From an optimization exercise on the open Yosys and OpenROAD flow, aimed at small area; shortcuts taken in it are not production practice. Only simulation tests tie the RTL to the original design; equivalence was not proved. Power and IR drop assume default switching activity.

==> flow/run.sh <==
#!/bin/bash
# synth_recipe.tcl (not shown) runs the flow's synth.tcl, then flattens the netlist and writes it again
# the make line also repeats each setting of config.mk as NAME=value (left out here)
make -C /OpenROAD-flow-scripts/flow DESIGN_CONFIG=/design/flow/config.mk WORK_HOME=/design/flow/orfs CLKGATE_MAP_FILE= SYNTH_SCRIPT=/design/flow/synth_recipe.tcl finish
==> flow/config.mk <==
export PLATFORM = sky130hd
export DESIGN_NAME = lcd_st7789v3
export DESIGN_NICKNAME = lcd_st7789v3
export VERILOG_FILES = /design/flow/design.v
export SDC_FILE = /design/flow/constraint.sdc
export NUM_CORES = 4
export LEC_CHECK = 0
export CAP_MARGIN = 20
export CORE_MARGIN = 2
export CORE_UTILIZATION = 40
export SLEW_MARGIN = 20
==> flow/constraint.sdc <==
create_clock -name core_clock -period 12.0 [get_ports {clk}]
set_input_delay 2.4000 -clock core_clock [delete_from_list [all_inputs] [get_ports {clk}]]
set_output_delay 2.4000 -clock core_clock [all_outputs]
set_load 0.01 [all_outputs]
==> flow/design.v <==
`default_nettype none
module lcd_st7789v3 (input wire clk, input wire rst, output wire lcd_rst, output wire lcd_rs,
  output wire lcd_sd, output wire lcd_sck, output wire lcd_cs);
reg [17:0] V; reg [1:0] d; reg [2:0] L;
wire [22:0] c = {V,d,L};
wire [17:0] cy; wire [16:0] s;
assign cy[0] = (&L) & d[1];
genvar i;
generate for (i = 0; i < 17; i = i + 1) begin : g_inc
  assign {cy[i+1], s[i]} = V[i] + cy[i];
end endgenerate
always @(posedge clk or negedge rst)
  if (~rst) begin V <= 18'd38613; d <= 2'd1; L <= 3'd1; end
  else begin
    L <= L + 3'd1;
    if (&L) d <= {d[0], ~(d[0] | d[1])};
    V <= {V[17] | cy[17], s};
  end
wire n0 = c[0];
wire n1 = c[1] | n0;
wire n2 = c[2] & n1;
wire n3 = ~c[0];
wire n4 = ~c[1] & n3;
wire n5 = ~c[2] | n4;
wire n6 = ~c[3] | n5;
wire n7 = c[4] ? n2 : n6;
wire n8 = ~c[5] | n7;
wire n9 = ~c[6] | n8;
wire n10 = ~c[7] | n9;
wire n11 = ~c[8] & n10;
wire n12 = ~c[9] | n11;
wire n13 = ~c[10] | n12;
wire n14 = ~c[11] & n13;
wire n15 = ~c[12] | n14;
wire n16 = ~c[13] & n15;
wire n17 = ~c[14] & n16;
wire n18 = ~c[15] & n17;
wire n19 = ~c[16] & n18;
wire n20 = ~c[17] & n19;
wire n21 = ~c[18] & n20;
wire n22 = c[1];
wire n23 = c[2] | n22;
wire n24 = ~c[1];
wire n25 = ~c[2] & n24;
wire n26 = c[3] ? n23 : n25;
wire n27 = c[4] | n26;
wire n28 = c[5] & n27;
wire n29 = c[6] | n28;
wire n30 = c[2] & n22;
wire n31 = c[4] & n30;
wire n32 = ~c[5] & n31;
wire n33 = ~c[2] | n24;
wire n34 = ~c[4] | n33;
wire n35 = ~c[5] & n34;
wire n36 = c[6] ? n32 : n35;
wire n37 = c[7] ? n29 : n36;
wire n38 = c[8] | n37;
wire n39 = ~c[9] | n38;
wire n40 = c[10] | n39;
wire n41 = ~c[11] | n40;
wire n42 = ~c[12] | n41;
wire n43 = ~c[13] | n42;
wire n44 = ~c[14] | n43;
wire n45 = c[15] | n44;
wire n46 = ~c[16] | n45;
wire n47 = ~c[17] | n46;
wire n48 = ~c[18] | n47;
wire n49 = c[19] ? n21 : n48;
wire n50 = c[1] & n0;
wire n51 = c[2] | n50;
wire n52 = ~c[1] | n3;
wire n53 = ~c[2] & n52;
wire n54 = ~c[3] | n53;
wire n55 = c[4] ? n51 : n54;
wire n56 = c[5] | n55;
wire n57 = c[6] | n56;
wire n58 = c[7] | n57;
wire n59 = ~c[8] | n58;
wire n60 = c[9] | n59;
wire n61 = ~c[10] | n60;
wire n62 = c[11] | n61;
wire n63 = c[12] | n62;
wire n64 = c[13] | n63;
wire n65 = ~c[14] | n64;
wire n66 = c[15] | n65;
wire n67 = ~c[16] | n66;
wire n68 = ~c[17] | n67;
wire n69 = c[18] | n68;
wire n70 = ~c[19] | n69;
wire n71 = c[20] ? n49 : n70;
wire n72 = c[3];
wire n73 = c[4] | n72;
wire n74 = c[5] | n73;
wire n75 = c[6] | n74;
wire n76 = c[7] | n75;
wire n77 = c[8] | n76;
wire n78 = c[9] | n77;
wire n79 = c[10] | n78;
wire n80 = c[11] | n79;
wire n81 = ~c[12] | n80;
wire n82 = c[13] | n81;
wire n83 = c[14] | n82;
wire n84 = c[15] | n83;
wire n85 = ~c[16] | n84;
wire n86 = ~c[17] | n85;
wire n87 = ~c[18] | n86;
wire n88 = ~c[19] | n87;
wire n89 = c[21] ? n71 : n88;
wire n90 = c[22] | n89;
wire n91 = c[5] & n31;
wire n92 = ~c[3] | n25;
wire n93 = ~c[4] & n92;
wire n94 = ~c[5] | n93;
wire n95 = c[6] ? n91 : n94;
wire n96 = ~c[7] | n95;
wire n97 = ~c[8] | n96;
wire n98 = ~c[9] | n97;
wire n99 = ~c[10] | n98;
wire n100 = ~c[11] | n99;
wire n101 = c[12] | n100;
wire n102 = c[13] | n101;
wire n103 = c[14] | n102;
wire n104 = c[15] | n103;
wire n105 = ~c[16] | n104;
wire n106 = ~c[17] | n105;
wire n107 = ~c[18] | n106;
wire n108 = ~c[19] | n107;
wire n109 = c[21] | n108;
wire n110 = c[22] | n109;
wire n111 = c[3] & n33;
wire n112 = c[1] & n3;
wire n113 = c[2] ? n24 : n112;
wire n114 = c[3] ? n33 : n113;
wire n115 = ~c[4] & n114;
wire n116 = c[5] ? n111 : n115;
wire n117 = c[6] ? n111 : n116;
wire n118 = c[7] ? n111 : n117;
wire n119 = c[1] ? n0 : n3;
wire n120 = c[2] ? n4 : n119;
wire n121 = c[8] ? n118 : n120;
wire n122 = c[11] ? n111 : n121;
wire n123 = c[13] ? n111 : n122;
wire n124 = c[14] ? n111 : n123;
wire n125 = c[15] ? n111 : n124;
wire n126 = c[16] ? n111 : n125;
wire n127 = c[17] ? n111 : n126;
wire n128 = c[18] ? n111 : n127;
wire n129 = ~c[1] & n0;
wire n130 = c[2] ? n4 : n129;
wire n131 = c[1] | n3;
wire n132 = c[2] ? n131 : n112;
wire n133 = c[2] & n129;
wire n134 = c[3] & n133;
wire n135 = c[4] ? n132 : n134;
wire n136 = c[5] ? n130 : n135;
wire n137 = c[2] ? n0 : n22;
wire n138 = ~c[3] & n132;
wire n139 = c[4] ? n137 : n138;
wire n140 = ~c[2] & n50;
wire n141 = c[3] & n140;
wire n142 = c[4] ? n3 : n141;
wire n143 = c[5] ? n139 : n142;
wire n144 = ~c[2] & n3;
wire n145 = c[2] ? n4 : n3;
wire n146 = c[3] ? n133 : n145;
wire n147 = c[4] ? n144 : n146;
wire n148 = c[6] ? n143 : n147;
wire n149 = c[7] ? n136 : n148;
wire n150 = c[19] ? n128 : n149;
wire n151 = c[20] ? n150 : n112;
wire n152 = c[2] & n50;
wire n153 = c[21] ? n151 : n152;
wire n154 = c[8] & n76;
wire n155 = c[11] | n154;
wire n156 = c[13] | n155;
wire n157 = c[14] | n156;
wire n158 = c[15] | n157;
wire n159 = c[16] | n158;
wire n160 = c[17] | n159;
wire n161 = c[18] | n160;
wire n162 = ~c[5];
wire n163 = ~c[5] | n73;
wire n164 = c[3] | n30;
wire n165 = c[4] | n164;
wire n166 = c[5] & n165;
wire n167 = c[6] ? n163 : n166;
wire n168 = c[7] ? n162 : n167;
wire n169 = c[19] ? n161 : n168;
wire n170 = c[20] & n169;
wire n171 = c[21] & n170;
assign lcd_cs = n90;
assign lcd_sck = ~lcd_cs;
assign lcd_rst = n110;
assign lcd_sd = n153;
assign lcd_rs = n171;
endmodule
==> run summary <==
==> routing by layer <==
layer  part of all wire  wire length (um)  up-vias  GRT usage
met2               0.48              1620       23      0.291
li1                   -                 -      580          -
met4              0.018                59        0     0.0561
met5                  0                 0        -          0
met3              0.035               118        6     0.0405
met1               0.46              1550      604      0.221
==> path summary, 6_finish.rpt <==
check / start / to / slack, ns / cells past startpoint
worst min-delay path: L[0] / L[0] / 0.56 / 1
min in group asynchronous: rst / d[1] / 2.08 / 1
worst max register to register: L[1] / V[17] / 7.67 / 21
worst max-delay path: L[2] / lcd_cs / 6.92 / 9
worst min register to register: L[0] / L[0] / 0.56 / 1
max in group asynchronous: rst / V[6] / 9.55 / 1
==> registers in the layout, indices dropped and copies added (netlist names) <==
signal / flops
d: 2
V: 18
L: 3
==> cells in the final DEF (no fill, tap or decap), types with 2 or more instances in the layout <==
cell type | netlist | routed
a21oi_1 | 4 | 4
a221o_1 | 2 | 2
a31oi_1 | 2 | 2
and3_1 | 2 | 2
and4b_1 | 2 | 2
clkbuf_8 | 0 | 3
clkdlybuf4s50_1 | 0 | 5
dfrtp_1 | 12 | 12
dfstp_2 | 11 | 11
ha_1 | 24 | 24
inv_1 | 7 | 7
mux2_2 | 2 | 2
mux2i_1 | 2 | 2
nand2_1 | 15 | 15
nand2b_1 | 5 | 5
nand3_1 | 7 | 7
nand4_1 | 2 | 2
nor2_1 | 14 | 14
nor2b_1 | 2 | 2
nor3_1 | 3 | 3
o211ai_1 | 5 | 5
o21ai_0 | 7 | 7
==> critical path, delay by kind of cell (launching register included) <==
kind                     cells  cell delay [ns]
AO/OA/AOI/OAI                3             0.59
adder cells (fa/ha/maj)      1             0.27
buffers and inverters        2             0.70
flip-flops                   1             0.55
AND/OR/NAND/NOR              3             0.30
==> Yosys cell counts, types with 2 or more instances <==
| cell | count | area [um^2] |
|---|---|---|
| a31oi_1 | 2 | 12.5 |
| o21ai_0 | 7 | 35.0 |
| dfrtp_1 | 12 | 300 |
| buf_4 | 2 | 15.0 |
| inv_1 | 7 | 26.3 |
| a21oi_1 | 4 | 20.0 |
| ha_1 | 24 | 300 |
| nand2b_1 | 5 | 31.3 |
| dfstp_2 | 11 | 289 |
| buf_6 | 2 | 22.5 |
| nor2b_1 | 2 | 12.5 |
| mux2_2 | 2 | 22.5 |
| a221o_1 | 2 | 20.0 |
| buf_2 | 2 | 10.0 |
| o211ai_1 | 5 | 37.5 |
| nand2_1 | 15 | 56.3 |
| nand4_1 | 2 | 12.5 |
| nand3_1 | 7 | 35.0 |
| mux2i_1 | 2 | 20.0 |
| and3_1 | 2 | 12.5 |
| and4b_1 | 2 | 20.0 |
| nor2_1 | 14 | 52.6 |
| nor3_1 | 3 | 15.0 |
==> cell families (layout without fill, tap and decap cells) <==
| kind of cell | after synthesis | in the layout | synth area share |
|---|---|---|---|
| adders and majority gates | 24 | 24 | 0.190 |
| xor gates and xnor gates | 1 | 1 | 0.00555 |
| DFF | 23 | 23 | 0.374 |
| AOI/OAI and AO/OA | 33 | 33 | 0.152 |
| muxes | 4 | 4 | 0.0270 |
| and+or+nand+nor | 60 | 60 | 0.202 |
| buffers and inverters | 14 | 17 | 0.0492 |
==> stage by stage <==
stage                     area [um^2]  power (W)  std cells  setup WS [ns]
after floorplan                  1580  0.0000790        159           7.92
after global placement           1650  0.0000808        206           7.31
after detailed placement         1650  0.0000809        206           7.24
after CTS                        1700   0.000132        210           6.92
after global routing             1690   0.000135        210           6.70
final                            1690   0.000130        210           6.92
==> cell type report <==
type,count,area share
multi-input combinational,122,0.539
sequential,23,0.349
tap,48,0.0355
timing repair buffer,6,0.0326
clock buffer,3,0.0244
inverter,7,0.0155
clock inverter,1,0.00444
==> where the power goes <==
group	leakage [nW]	internal (W)	switching, W	total [W]
Clock	0.0217	0.0000236	0.0000274	0.0000510
Sequential	0.276	0.0000776	0	0.0000776
Combinational	0.467	0.000000116	0.00000143	0.00000154
==> impl_metrics.yaml <==
worst_hold_path:
  hp-class: "reg -> reg"
clocking:
  post-cts-setup-buffer-count: 0
  cts_tree: "built"
  clock_sinks: 23
  postCtsResizedCells: 0
  cts_buffer_depth: 2
  clkLatencyLatePin_ns: 0.27
  clkTransAtPathRegs_ns: 0.09
  htreeDepth: 1
  cts_root_buf: "clkbuf_8"
  cts_buffers: 3
  hold_buffers: 0
global_routing:
  antenna_found_initial: 0
  grt_pass1_wl_mm: 5.82
  grt_usage: 0.174
  grt_max_degree: 24
  first_global_vias: 1215
  grt_overflow_total: 0
logic_synthesis:
  yosysSeqAreaShare: 0.374
  netlist-cell-type-count: 46
  synth_area_per_cell_um2: 9.92
  syn_nets: 185
  synth_edf_count: 0
  synth-seq-cells: 23
  async_flop_share: 1.00
  ys_warn_count: 1
  ys.flop_type: "dfrtp_1"
  synthesis.area_mm2: 0.00158
  syn_inst: 159
route:
  drc: 0
  firstDrtPassIters: 4
  drt_wl_total_mm: 3.34
  final_antenna_net_count: 0
  via_per_inst: 5.78
  routedWlPerCell_um: 15.9
  vias: 1213
  initialDrtViolationCount: 60
cells_and_area:
  nFillCells: 380
  multi_input_area_um2: 911
  fin_nets: 189
  drive_gt1_frac: 0.136
  seqCellArea_um2: 589
  final_core_util: 0.455
  area_delta_synth_final_pct: 7.14
  antenna_cells: 0
placement:
  gp_congestion: 0.855
  port_buffers: 6
  place.detailed.hpwl_mm: 2.49
outcome:
  outcome: "complete, no violations"
sta:
  setup-tns-final_ns: 0
  timing.final.crit_share: 0.423
  period_minus_slack_ns: 5.08
  tightest_slew_ns: 0.507
  finalSetupViolCount: 0
  hold_viol_final: 0
  hold_ws_ns: 0.561
  drv_slew: 0
  slew_headroom: 0.662
  finalClockSkew_ns: 0.00530
  rsz0062_at_grt: "false"
  max_freq_mhz: 197
flow_run:
  max_cap_violations: 0
setup_path:
  max_stage_delay_ns: 0.55
  setup.worst_path.end_class: "primary output"
  arrival_ns: 2.68
  cp_max_fo: 16
  start_kind: "flop"
  slowest_stage: "dfrtp_1"
  cp.required_ns: 9.60
  crit_chain: "inv_1 > nand2_1 > ha_1 > nand2b_1 > a21o_1 > a221oi_1 > o211ai_1 > and2_1 > clkdlybuf4s50_1"
  path_class: "reg -> out"
die:
  core_mm2: 0.00372
  die_height_um: 66.8
  fp.dieW_um: 66.8
  initial_core_util: 0.425
  io_pins: 7
  num_rows: 22
  dieArea_mm2: 0.00446
pwr:
  ir_drop_mv: 0.0621
  leakage_nw: 0.765
  powerDensity_mw_per_mm2: 77.0

[afterwards: timing with drivers on the ports]
In the flow no input, the clock included, has a driving cell. The finished layout below was timed again as built, in two steps. Step 1, drivers: a clkbuf_16 drives clk and a buf_2 each remaining input, both assumed. Step 2 adds t to the input delays and takes it off the output delays; t is the mean of the earliest and latest rising clock arrival at the registers after step 1. Input paths then give back, and output paths get back, about the clock's delay inside the block. Slacks: no drivers / after step 1 / after step 2; pairs: no drivers / after step 1.
shift t [ns]: 0.296
setup WS [ns]: 6.921 / 6.895 / 7.191
hold WS [ns]: 0.561 / 0.561 / 0.561
pins driven straight from the clock port: 1
After both steps this run still meets setup and hold. The setup slack of this run moves by -0.026 ns with the drivers and by +0.270 ns with both steps.
